What follows belongs to an exercise in optimizing a design on an open flow for small area and a short achievable clock period; a production flow would make more cautious choices. Function was checked by simulation only, so behaviour that the tests miss may differ from the original. Power figures rest on the tool's default switching activity, not on a simulated workload.

== run A ==
## db_req
module db_req (
	input log_clk,
	input log_rst,
	input wire [15:0] src_id,
	input wire [15:0] des_id,
	input wire self_check_in,
	input wire nwr_req_in,
	output reg rapidIO_ready_o,
	input wire link_initialized,
	output reg nwr_ready_o,
	output reg nwr_busy_o,
	output wire nwr_done_o,
	output go,
	output wire user_tready_o,
	input wire [33:0] user_addr,
	input wire [3:0] user_ftype,
	input wire [3:0] user_ttype,
	input wire [11:0] user_tsize_in,
	input wire [63:0] user_tdata_in,
	input wire user_tvalid_in,
	input wire [7:0] user_tkeep_in,
	input wire user_tlast_in,
	output reg 			ireq_tvalid_o,
	input wire 			ireq_tready_in,
	output reg 			ireq_tlast_o,
	output reg [63:0]	ireq_tdata_o,
	output reg [7:0] 	ireq_tkeep_o,
	output reg [31:0] 	ireq_tuser_o,
	input             iresp_tvalid_in,
	output wire        iresp_tready_o,
	input             iresp_tlast_in,
	input      [63:0] iresp_tdata_in,
	input       [7:0] iresp_tkeep_in,
	input      [31:0] iresp_tuser_in
	);
localparam [3:0] DOORB = 4'hA;
localparam [3:0] NWR = 4'h5;
localparam [3:0] TNWR   = 4'h4;
localparam [2:0] IDLE_s = 3'h0;
localparam [2:0] DB_REQ_s = 3'h1;
localparam [2:0] DB_RESP_s = 3'h2;
localparam [2:0] NWR_s = 3'h3;
reg [2:0] state;
reg  [3:0] rst_cnt;
reg        log_rst_q;
always @(posedge log_clk or posedge log_rst) begin
	if (log_rst) begin
		rst_cnt   <= 4'd0;
		log_rst_q <= 1'b1;
	end
	else if (log_rst_q) begin
		rst_cnt <= rst_cnt + 4'd1;
		if (rst_cnt == 4'd15)
			log_rst_q <= 1'b0;
	end
end
reg nwr_done;
reg db_req_ena;
reg bit_reverse;
reg addr_bit;       
reg [4:0] nwr_8byte_cnt;
reg [4:0] nwr_packect_transfer_cnt;
reg [4:0] packect_transfer_times;
wire resp_hdr = (iresp_tdata_in[55:52] == DOORB) && (iresp_tuser_in[31:16] == 16'h00f0);
wire target_ready = resp_hdr && (iresp_tdata_in[31:16] == 16'h0100);
  ...
Settings: LEC_CHECK=0, CAP_MARGIN=20, CELL_PAD_IN_SITES_DETAIL_PLACEMENT=2, CELL_PAD_IN_SITES_GLOBAL_PLACEMENT=2, CORE_MARGIN=2, CORE_UTILIZATION=35, CTS_CLUSTER_DIAMETER=60, CTS_CLUSTER_SIZE=30, PLACE_DENSITY=0.4, SETUP_SLACK_MARGIN=2.8, SLEW_MARGIN=20; clock period 5.0 ns.
run.sh (not shown) runs the stock make flow with config.mk's settings and CLKGATE_MAP_FILE= SYNTH_SCRIPT=/design/flow/synth_recipe.tcl, a recipe that flattens the netlist after the stock synthesis.
Per the final summary, run A finished and its layout is clean on timing, DRC and antenna.
Edits applied to the flow inputs when going from run A to run B:
Settings: CTS_CLUSTER_DIAMETER changed from 60 to 80.
==> flow/flow/run.sh (new file) <==
#!/bin/bash
# Own flow: the standard layout (standard.sh, standard synthesis unchanged)
# with two changes:
#  - the port buffers are sky130_fd_sc_hd__buf_2 cells instead of the delay
#    cells (clkdlybuf4s50_1) that buffer_ports picks by default;
#  - clock tree synthesis inserts no dummy loads (same clustering as
#    config.mk's CTS_CLUSTER_SIZE / CTS_CLUSTER_DIAMETER).
# The make output goes to flow_make.log; ORFS's per-step logs are under orfs/logs.
set -euo pipefail
CTS="-sink_clustering_enable -repair_clock_nets -sink_clustering_size 30 -sink_clustering_max_diameter 80 -dont_use_dummy_load"
bash standard.sh "BUFFER_PORTS_ARGS=-buffer_cell sky130_fd_sc_hd__buf_2" "CTS_ARGS=$CTS" finish 2>&1 | tee flow_make.log
test -f out/final.def
==> flow/standard.sh (new file) <==
#!/bin/bash
# synth_recipe.tcl (not shown) runs the flow's synth.tcl, then flattens the netlist and writes it again
# the make line also repeats each setting of config.mk as NAME=value (left out here)
make -C /OpenROAD-flow-scripts/flow DESIGN_CONFIG=/design/flow/config.mk WORK_HOME=/design/flow/orfs CLKGATE_MAP_FILE= SYNTH_SCRIPT=/design/flow/synth_recipe.tcl "${@:-finish}"
removed: flow/run.sh
--- outcome ---
In run B, the total power came out 0.0061 W below the value in run A.
Taking run A as the reference, in run B non-clock buffer count up about 5%, fmax picked up an extra about 3.6%, switching power of the nets went down about 8%.
## Diff of input files: run C against run B
Settings: SETUP_SLACK_MARGIN now 3.0, was 2.8.
## What came out
Run C: done, clean on timing, DRC and antenna. Post-detailed-route DRC marker count essentially unchanged between run C and run B. Run C vs run B: share of final-layout standard cells stronger than drive strength 1 up in run C. Worst-case setup margin in the final layout across run B and run C: no real change. Relative to run B, combinational cell fraction of total power increased by 3.3 points in run C. Cmp run C vs run B: utilization of the core after routing higher in run C. From run B to run C the numbers moved as follows: power went up by about 4.4%, via count picked up an extra 2.8%. Run C vs run B, post-detailed-placement half-perimeter wirelength went up by 4600 um. Between run B and run C, the wire length of the first global-routing pass is higher for run C. Initial antenna violation count (run C vs. run B) decreases by more than 10%. Run C ended up with more standard cells than run B.
diff inputs: run C => run D
Settings: SETUP_SLACK_MARGIN changed from 3.0 to 2.7.
Notes after the runs:
Compared with run C, run D is the less power-hungry design.
Run D vs run C: switching power share of the total down
Looking at antenna cell count, run D sits 4 lower than run C does.
Run D vs. run C: wire length of the first global-routing pass shows a reduction of 5.8%; number of non-clock buffers fell about 20%.
From run C to run D the numbers moved as follows: peak clock frequency supported by timing went down about 1.6%, fraction of layout cells with a size suffix above 1 went down 4.7 points, worst hold slack went up 0.022 ns, via count went down 2039.

Another version of the RTL of db_req (not shown whole).
For scale: about 5,100 cells after synthesis, roughly 2,700 flip-flops, about 390 I/O pins, ~93,000 sq um of cells after synthesis.
Design db_req, start of the top module:
module db_req (
	input log_clk,
	input log_rst,
	input wire [15:0] src_id,
	input wire [15:0] des_id,
	input wire self_check_in,
	input wire nwr_req_in,
	output reg rapidIO_ready_o,
	input wire link_initialized,
	output reg nwr_ready_o,
	output reg nwr_busy_o,
	output wire nwr_done_o,
	output go,
	output wire user_tready_o,
	input wire [33:0] user_addr,
	input wire [3:0] user_ftype,
	input wire [3:0] user_ttype,
	input wire [11:0] user_tsize_in,
	input wire [63:0] user_tdata_in,
	input wire user_tvalid_in,
	input wire [7:0] user_tkeep_in,
	input wire user_tlast_in,
	output reg 			ireq_tvalid_o,
	input wire 			ireq_tready_in,
	output reg 			ireq_tlast_o,
	output reg [63:0]	ireq_tdata_o,
	output reg [7:0] 	ireq_tkeep_o,
	output reg [31:0] 	ireq_tuser_o,
	input             iresp_tvalid_in,
	output wire        iresp_tready_o,
	input             iresp_tlast_in,
	input      [63:0] iresp_tdata_in,
	input       [7:0] iresp_tkeep_in,
	input      [31:0] iresp_tuser_in
	);
clock: 5.0 ns
lec_check: 0
cap_margin: 20
cell_pad_in_sites_detail_placement: 2
cell_pad_in_sites_global_placement: 2
core_margin: 2
core_utilization: 35
place_density: 0.4
setup_slack_margin: 2.4
slew_margin: 20
Stock flow here: none of the scripts above is used.
Rerun with:
Settings changed: CTS_CLUSTER_DIAMETER from default to 80, CTS_CLUSTER_SIZE from default to 30, SETUP_SLACK_MARGIN 2.4 to 2.8.
=> The changed run passed the timing, DRC and antenna checks; combinational power rises by about a fifth; die area stays the same; setup slack gets better by 0.22 ns; sequential power falls by a few percent; via count falls slightly; wire length rises slightly; maximum frequency rises by roughly a tenth; critical path depth falls by 4; first-iteration DRC count rises slightly; hold slack gets better by 0.042 ns; utilization falls by 1.0 points.
Rerun with:
Settings changed: CTS_CLUSTER_DIAMETER 80 to default, CTS_CLUSTER_SIZE 30 to default.
=> The new run produced a clean layout; global-route usage came out higher by 0.36 points; via count came out higher by 2.1%; power came out higher by 12%; count of clock-buffer cells in the layout came out higher by 293; die area stays the same; synthesized area does not change; wire length came out higher by about 1.7%; synthesized cell count does not change; sequential share of layout area came out lower by 2.7 points.

## afterwards: timing with drivers on the ports
How much do the figures lean on ideal ports? The routed layouts below were timed once more, with nothing changed but the port constraints. Step 1: set_driving_cell puts a clkbuf_16 on log_clk and a buf_2 on each other input, an assumption about the parent block. Step 2 also shifts input and output timing later by t, the mid clock arrival at the registers, as if the neighbouring blocks saw the same clock. a / b / c = ideal / step 1 / step 2; a / b = the first two.
run | t (ns) | slack for setup (ns) | latest minus earliest clock arrival (ns) | worst data-port slew with drivers (ns)
run A | 0.993 | 2.555 / 2.461 / 2.166 | 0.063 / 0.063 | 0.06
run B | 0.906 | 2.640 / 2.545 / 2.421 | 0.087 / 0.086 | 0.09
run C | 0.913 | 2.639 / 2.538 / 2.562 | 0.075 / 0.075 | 0.06
run D | 0.909 | 2.601 / 2.542 / 2.412 | 0.088 / 0.089 | 0.09
the first run of note 2 | 0.984 | 2.419 / 2.355 / 2.100 | 0.037 / 0.036 | 0.14
the second run of note 2 | 0.920 | 2.635 / 2.539 / 2.138 | 0.050 / 0.050 | 0.09
the third run of note 2 | 0.950 | 2.594 / 2.495 / 2.106 | 0.047 / 0.047 | 0.08
After both steps every run listed still meets setup and hold. For the second run of note 2, which loses most, drivers alone change the setup slack by -0.096 ns; drivers and shift together by -0.497 ns.
